This design comes from an exercise in tuning for small area and a short achievable clock period on the open sky130 flow, not from production work. In this exercise RTL edits were held to simulation tests only and were not proved equivalent to the original. The clock port is modelled as an ideal driver, which makes a skipped or thinned clock tree look cheaper than it is; a real chip needs a root buffer or a tree. Power and IR drop assume default switching activity.

## alu_top
module alu_top (
    input             clk,
    input      [7:0]  a,
    input      [7:0]  b,
    input      [3:0]  command,
    input             en,
    output reg [15:0] out
);
    reg  [7:0]  a_q, b_q;
    reg  [3:0]  command_q;
    reg         en_q;
    wire [15:0] alu_out;
    always @(posedge clk) begin
        a_q       <= a;
        b_q       <= b;
        command_q <= command;
        en_q      <= en;
        out       <= alu_out;
    end
    alu u_alu (.a(a_q), .b(b_q), .command(command_q), .en(en_q), .out(alu_out));
endmodule
For scale: about 910 cells after synthesis, roughly 38 I/O pins, ~0.0048 sq mm of cells after synthesis.
==> flow/config.mk <==
export PLATFORM = sky130hd
export DESIGN_NAME = alu_top
export DESIGN_NICKNAME = alu_top
export VERILOG_FILES = /design/flow/design.v
export SDC_FILE = /design/flow/constraint.sdc
export NUM_CORES = 4
export LEC_CHECK = 0
export ABC_AREA = 1
export CAP_MARGIN = 20
export CORE_MARGIN = 2
export CORE_UTILIZATION = 40
export GPL_TIMING_DRIVEN = 0
export SLEW_MARGIN = 20
==> flow/constraint.sdc <==
create_clock -name core_clock -period 25.0 [get_ports {clk}]
set_input_delay 5.0000 -clock core_clock [delete_from_list [all_inputs] [get_ports {clk}]]
set_output_delay 5.0000 -clock core_clock [all_outputs]
set_load 0.01 [all_outputs]
standard.sh (not shown) runs the stock make flow with config.mk's settings and CLKGATE_MAP_FILE= SYNTH_SCRIPT=/design/flow/synth_recipe.tcl, a recipe that flattens the netlist after the stock synthesis.
==> flow/flow/run.sh <==
#!/bin/bash
# Standard layout with these changes:
#  - synthesis: no full/half-adder cell extraction (ADDER_MAP_FILE empty), so ABC maps all logic,
#    and ABC's area script is flow/abc_area.script (a copy of ORFS's scripts folder with that
#    one file replaced is used for the synthesis step only);
#  - port buffers chosen in flow/ports.tcl instead of the default (DONT_BUFFER_PORTS=1 stops the
#    flow's own call; ports.tcl runs just before it, at the start of global placement);
#  - after the placement resize step, flip-flops with large fanout get the x4 drive, and gates
#    on paths slower than TARGET_NS are sized up (flow/post_resize.tcl);
#  - clock tree: no dummy loads, and the root buffer removed so that the leaf buffers hang
#    from the clock port (flow/post_cts.tcl).
# make's output goes to make_*.log here; ORFS writes each tool's log under orfs/logs/.
set -euo pipefail
export CLK_LEAF_CELL=sky130_fd_sc_hd__clkbuf_8
here=$(pwd)
export UPSIZE_FLOP_FANOUT=${UPSIZE_FLOP_FANOUT:-8}
# setup slack that the post-placement sizing aims for: the clock period less TARGET_NS
TARGET_NS=5.0
export REPAIR_SETUP_MARGIN=$(python3 -c "print(round($FLOW_PERIOD_NS - $TARGET_NS, 3))")
rm -rf "$here/synth_scripts"
cp -r "$FLOW_HOME/scripts" "$here/synth_scripts"
cp "$here/flow/abc_area.script" "$here/synth_scripts/abc_area.script"
bash standard.sh ADDER_MAP_FILE= SCRIPTS_DIR="$here/synth_scripts" synth > make_synth.log 2>&1
CTS="-root_buf sky130_fd_sc_hd__clkbuf_16 -buf_list sky130_fd_sc_hd__clkbuf_16 -sink_clustering_enable -sink_clustering_size 60 -sink_clustering_max_diameter 1000 -dont_use_dummy_load -repair_clock_nets"
bash standard.sh ADDER_MAP_FILE= DONT_BUFFER_PORTS=1 PRE_GLOBAL_PLACE_TCL="$here/flow/ports.tcl" \
  POST_RESIZE_TCL="$here/flow/post_resize.tcl" "CTS_ARGS=$CTS" POST_CTS_TCL="$here/flow/post_cts.tcl" finish > make_finish.log 2>&1
==> flow/flow/abc_area.script <==
strash
dc2
balance
rewrite
refactor
balance
rewrite
rewrite -z
balance
refactor -z
rewrite -z
balance
dch
map -B 0.9
strash
dch
map -B 0.9
topo
stime -c
buffer -c
dnsize -c
==> flow/flow/post_cts.tcl <==
set block [ord::get_db_block]
set root [$block findInst clkbuf_0_clk]
if {$root eq "NULL" || $root eq ""} { error "post_cts: no root buffer clkbuf_0_clk" }
set rootnet [[$root findITerm X] getNet]
set clknet [[$root findITerm A] getNet]
set leaves {}
foreach it [$rootnet getITerms] {
  if {[$it isOutputSignal]} { continue }
  set inst [$it getInst]
  if {![string match "sky130_fd_sc_hd__clkbuf_*" [[$inst getMaster] getName]]} {
    error "post_cts: the root buffer drives [$inst getName], not only leaf buffers"
  }
  lappend leaves $it
}
if {[llength $leaves] > 4} { error "post_cts: [llength $leaves] leaf buffers, more than the port may drive" }
foreach it $leaves {
  $it disconnect
  $it connect $clknet
}
[$root findITerm A] disconnect
[$root findITerm X] disconnect
odb::dbInst_destroy $root
odb::dbNet_destroy $rootnet
if {[info exists ::env(CLK_LEAF_CELL)] && $::env(CLK_LEAF_CELL) ne ""} {
  foreach it $leaves { replace_cell [[$it getInst] getName] $::env(CLK_LEAF_CELL) }
}
puts "post_cts: [llength $leaves] leaf buffers now driven from the clock port"
detailed_placement
check_placement -verbose
estimate_parasitics -placement
report_clock_latency
==> flow/flow/post_resize.tcl <==
# After the placement resize step: stronger flip-flops on large fanouts, then (when
# REPAIR_SETUP_MARGIN is set) gate sizing and swaps, no new buffers, on paths with less setup
# slack than that margin.
source [file join [file dirname [info script]] upsize_flops.tcl]
if { [info exists ::env(REPAIR_SETUP_MARGIN)] && $::env(REPAIR_SETUP_MARGIN) ne "" } {
  estimate_parasitics -placement
  repair_timing -setup -setup_margin $::env(REPAIR_SETUP_MARGIN) -sequence "sizeup,swap" -skip_last_gasp
  report_worst_slack -max
}
Other scripts of this flow, unchanged in this note and not shown: flow/flow/ports.tcl, flow/flow/upsize_flops.tcl
The starting point went through all stages and came out clean.
Edit:
--- a/flow/flow/run.sh
+++ b/flow/flow/run.sh
@@ -8,13 +8,11 @@
 #  - after the placement resize step, flip-flops with large fanout get the x4 drive, and gates
 #    on paths slower than TARGET_NS are sized up (flow/post_resize.tcl);
-#  - clock tree: no dummy loads, and the root buffer removed so that the leaf buffers hang
-#    from the clock port (flow/post_cts.tcl).
+#  - clock tree: one level of buffers, no dummy loads.
 # make's output goes to make_*.log here; ORFS writes each tool's log under orfs/logs/.
 set -euo pipefail
-export CLK_LEAF_CELL=sky130_fd_sc_hd__clkbuf_8
 here=$(pwd)
 export UPSIZE_FLOP_FANOUT=${UPSIZE_FLOP_FANOUT:-8}
 # setup slack that the post-placement sizing aims for: the clock period less TARGET_NS
-TARGET_NS=5.0
+TARGET_NS=5.1
 export REPAIR_SETUP_MARGIN=$(python3 -c "print(round($FLOW_PERIOD_NS - $TARGET_NS, 3))")
 rm -rf "$here/synth_scripts"
@@ -24,3 +22,3 @@
 CTS="-root_buf sky130_fd_sc_hd__clkbuf_16 -buf_list sky130_fd_sc_hd__clkbuf_16 -sink_clustering_enable -sink_clustering_size 60 -sink_clustering_max_diameter 1000 -dont_use_dummy_load -repair_clock_nets"
 bash standard.sh ADDER_MAP_FILE= DONT_BUFFER_PORTS=1 PRE_GLOBAL_PLACE_TCL="$here/flow/ports.tcl" \
-  POST_RESIZE_TCL="$here/flow/post_resize.tcl" "CTS_ARGS=$CTS" POST_CTS_TCL="$here/flow/post_cts.tcl" finish > make_finish.log 2>&1
+  POST_RESIZE_TCL="$here/flow/post_resize.tcl" "CTS_ARGS=$CTS" finish > make_finish.log 2>&1
--- a/flow/flow/abc_area.script
+++ b/flow/flow/abc_area.script
@@ -19,3 +19,4 @@
 stime -c
 buffer -c
+upsize -c
 dnsize -c
removed: flow/flow/post_cts.tcl
After rerunning:
- cell area went down slightly
- power rose by roughly a tenth
- wire length goes up slightly
- maximum frequency came out lower by a few percent
- hold slack improved by 8.3 ps
- clock power went up by well over a third
Edit:
--- a/flow/flow/run.sh
+++ b/flow/flow/run.sh
@@ -8,11 +8,13 @@
 #  - after the placement resize step, flip-flops with large fanout get the x4 drive, and gates
 #    on paths slower than TARGET_NS are sized up (flow/post_resize.tcl);
-#  - clock tree: one level of buffers, no dummy loads.
+#  - clock tree: no dummy loads, and the root buffer removed so that the leaf buffers hang
+#    from the clock port (flow/post_cts.tcl).
 # make's output goes to make_*.log here; ORFS writes each tool's log under orfs/logs/.
 set -euo pipefail
+export CLK_LEAF_CELL=sky130_fd_sc_hd__clkbuf_8
 here=$(pwd)
 export UPSIZE_FLOP_FANOUT=${UPSIZE_FLOP_FANOUT:-8}
 # setup slack that the post-placement sizing aims for: the clock period less TARGET_NS
-TARGET_NS=5.1
+TARGET_NS=5.2
 export REPAIR_SETUP_MARGIN=$(python3 -c "print(round($FLOW_PERIOD_NS - $TARGET_NS, 3))")
 rm -rf "$here/synth_scripts"
@@ -22,3 +24,3 @@
 CTS="-root_buf sky130_fd_sc_hd__clkbuf_16 -buf_list sky130_fd_sc_hd__clkbuf_16 -sink_clustering_enable -sink_clustering_size 60 -sink_clustering_max_diameter 1000 -dont_use_dummy_load -repair_clock_nets"
 bash standard.sh ADDER_MAP_FILE= DONT_BUFFER_PORTS=1 PRE_GLOBAL_PLACE_TCL="$here/flow/ports.tcl" \
-  POST_RESIZE_TCL="$here/flow/post_resize.tcl" "CTS_ARGS=$CTS" finish > make_finish.log 2>&1
+  POST_RESIZE_TCL="$here/flow/post_resize.tcl" "CTS_ARGS=$CTS" POST_CTS_TCL="$here/flow/post_cts.tcl" finish > make_finish.log 2>&1
--- a/flow/flow/abc_area.script
+++ b/flow/flow/abc_area.script
@@ -19,4 +19,3 @@
 stime -c
 buffer -c
-upsize -c
 dnsize -c
==> flow/flow/post_cts.tcl (new file) <==
set block [ord::get_db_block]
set root [$block findInst clkbuf_0_clk]
if {$root eq "NULL" || $root eq ""} { error "post_cts: no root buffer clkbuf_0_clk" }
set rootnet [[$root findITerm X] getNet]
set clknet [[$root findITerm A] getNet]
set leaves {}
foreach it [$rootnet getITerms] {
  if {[$it isOutputSignal]} { continue }
  set inst [$it getInst]
  if {![string match "sky130_fd_sc_hd__clkbuf_*" [[$inst getMaster] getName]]} {
    error "post_cts: the root buffer drives [$inst getName], not only leaf buffers"
  }
  lappend leaves $it
}
if {[llength $leaves] > 4} { error "post_cts: [llength $leaves] leaf buffers, more than the port may drive" }
foreach it $leaves {
  $it disconnect
  $it connect $clknet
}
[$root findITerm A] disconnect
[$root findITerm X] disconnect
odb::dbInst_destroy $root
odb::dbNet_destroy $rootnet
if {[info exists ::env(CLK_LEAF_CELL)] && $::env(CLK_LEAF_CELL) ne ""} {
  foreach it $leaves { replace_cell [[$it getInst] getName] $::env(CLK_LEAF_CELL) }
}
puts "post_cts: [llength $leaves] leaf buffers now driven from the clock port"
detailed_placement
check_placement -verbose
estimate_parasitics -placement
report_clock_latency
==> flow/flow/post_resize.tcl (replaced) <==
# After the placement resize step: stronger flip-flops on large fanouts, then (when
# REPAIR_SETUP_MARGIN is set) repair_timing (sizing, swaps, buffering) on paths with less setup
# slack than that margin.
source [file join [file dirname [info script]] upsize_flops.tcl]
if { [info exists ::env(REPAIR_SETUP_MARGIN)] && $::env(REPAIR_SETUP_MARGIN) ne "" } {
  estimate_parasitics -placement
  repair_timing -setup -setup_margin $::env(REPAIR_SETUP_MARGIN) -skip_last_gasp
  report_worst_slack -max
}
Total power falls by about 10%.
Die area falls by about 2.4%.
Non-clock buffer count rises by 9.
Synthesized area falls by 2.5%.
Fmax rises by 3.0%.
Cell count rises by about 0.7%.
Worst setup slack gains 170 ps.
Design area falls by about 0.5%.
Critical path depth does not change.
Wire length falls by 1.1%.
Clock skew rises by 11 ps.
Edit:
--- a/flow/flow/run.sh
+++ b/flow/flow/run.sh
@@ -8,13 +8,11 @@
 #  - after the placement resize step, flip-flops with large fanout get the x4 drive, and gates
 #    on paths slower than TARGET_NS are sized up (flow/post_resize.tcl);
-#  - clock tree: no dummy loads, and the root buffer removed so that the leaf buffers hang
-#    from the clock port (flow/post_cts.tcl).
+#  - clock tree: one level of buffers, no dummy loads.
 # make's output goes to make_*.log here; ORFS writes each tool's log under orfs/logs/.
 set -euo pipefail
-export CLK_LEAF_CELL=sky130_fd_sc_hd__clkbuf_8
 here=$(pwd)
 export UPSIZE_FLOP_FANOUT=${UPSIZE_FLOP_FANOUT:-8}
 # setup slack that the post-placement sizing aims for: the clock period less TARGET_NS
-TARGET_NS=5.2
+TARGET_NS=5.1
 export REPAIR_SETUP_MARGIN=$(python3 -c "print(round($FLOW_PERIOD_NS - $TARGET_NS, 3))")
 rm -rf "$here/synth_scripts"
@@ -24,3 +22,3 @@
 CTS="-root_buf sky130_fd_sc_hd__clkbuf_16 -buf_list sky130_fd_sc_hd__clkbuf_16 -sink_clustering_enable -sink_clustering_size 60 -sink_clustering_max_diameter 1000 -dont_use_dummy_load -repair_clock_nets"
 bash standard.sh ADDER_MAP_FILE= DONT_BUFFER_PORTS=1 PRE_GLOBAL_PLACE_TCL="$here/flow/ports.tcl" \
-  POST_RESIZE_TCL="$here/flow/post_resize.tcl" "CTS_ARGS=$CTS" POST_CTS_TCL="$here/flow/post_cts.tcl" finish > make_finish.log 2>&1
+  POST_RESIZE_TCL="$here/flow/post_resize.tcl" "CTS_ARGS=$CTS" finish > make_finish.log 2>&1
--- a/flow/flow/abc_area.script
+++ b/flow/flow/abc_area.script
@@ -18,4 +18,3 @@
 topo
 stime -c
-buffer -c
 dnsize -c
==> flow/flow/post_resize.tcl (replaced) <==
# After the placement resize step: stronger flip-flops on large fanouts, then (when
# REPAIR_SETUP_MARGIN is set) gate sizing and swaps, no new buffers, on paths with less setup
# slack than that margin.
source [file join [file dirname [info script]] upsize_flops.tcl]
if { [info exists ::env(REPAIR_SETUP_MARGIN)] && $::env(REPAIR_SETUP_MARGIN) ne "" } {
  estimate_parasitics -placement
  repair_timing -setup -setup_margin $::env(REPAIR_SETUP_MARGIN) -sequence "sizeup,swap" -skip_last_gasp
  report_worst_slack -max
}
removed: flow/flow/post_cts.tcl
- wire length shrinks by 4.4%
- die area shrinks by 2.3%
- global-route usage shrinks by 0.32 points
- combinational power shrinks by about 6%
- clock power grows by 87%

-- static timing again, ports no longer ideal --
No port has a modelled driver above. Below, the same layouts with a new extraction and two added sets of constraints.
Step 1 (the two cells are an assumption about what drives the block):
set clk [get_ports {clk}]
set_driving_cell -lib_cell sky130_fd_sc_hd__clkbuf_16 $clk
set_driving_cell -lib_cell sky130_fd_sc_hd__buf_2 [delete_from_list [all_inputs] $clk]
Step 2 also shifts input and output timing later by t, the mid clock arrival at the registers, as if the neighbouring blocks saw the same clock.
Three values: ideal ports, drivers, drivers and shift; two values: the first two.
| run | shift t [ns] | setup slack, ns | hold WS [ns] | worst setup path at the end | slew at the worst register clock pin (ns) |
|---|---|---|---|---|---|
| the first run | 0.199 | 19.435 / 19.367 / 19.566 | 0.690 / 0.690 / 0.690 | register to output | 0.08 / 0.08 |
| the second run | 0.334 | 19.275 / 19.232 / 19.566 | 0.699 / 0.699 / 0.699 | register to output | 0.06 / 0.06 |
| the third run | 0.203 | 19.444 / 19.379 / 19.582 | 0.674 / 0.674 / 0.674 | register to output | 0.09 / 0.09 |
| the fourth run | 0.328 | 19.274 / 19.235 / 19.483 | 0.533 / 0.533 / 0.533 | register to register | 0.06 / 0.06 |
After both steps every run listed still meets setup and hold.
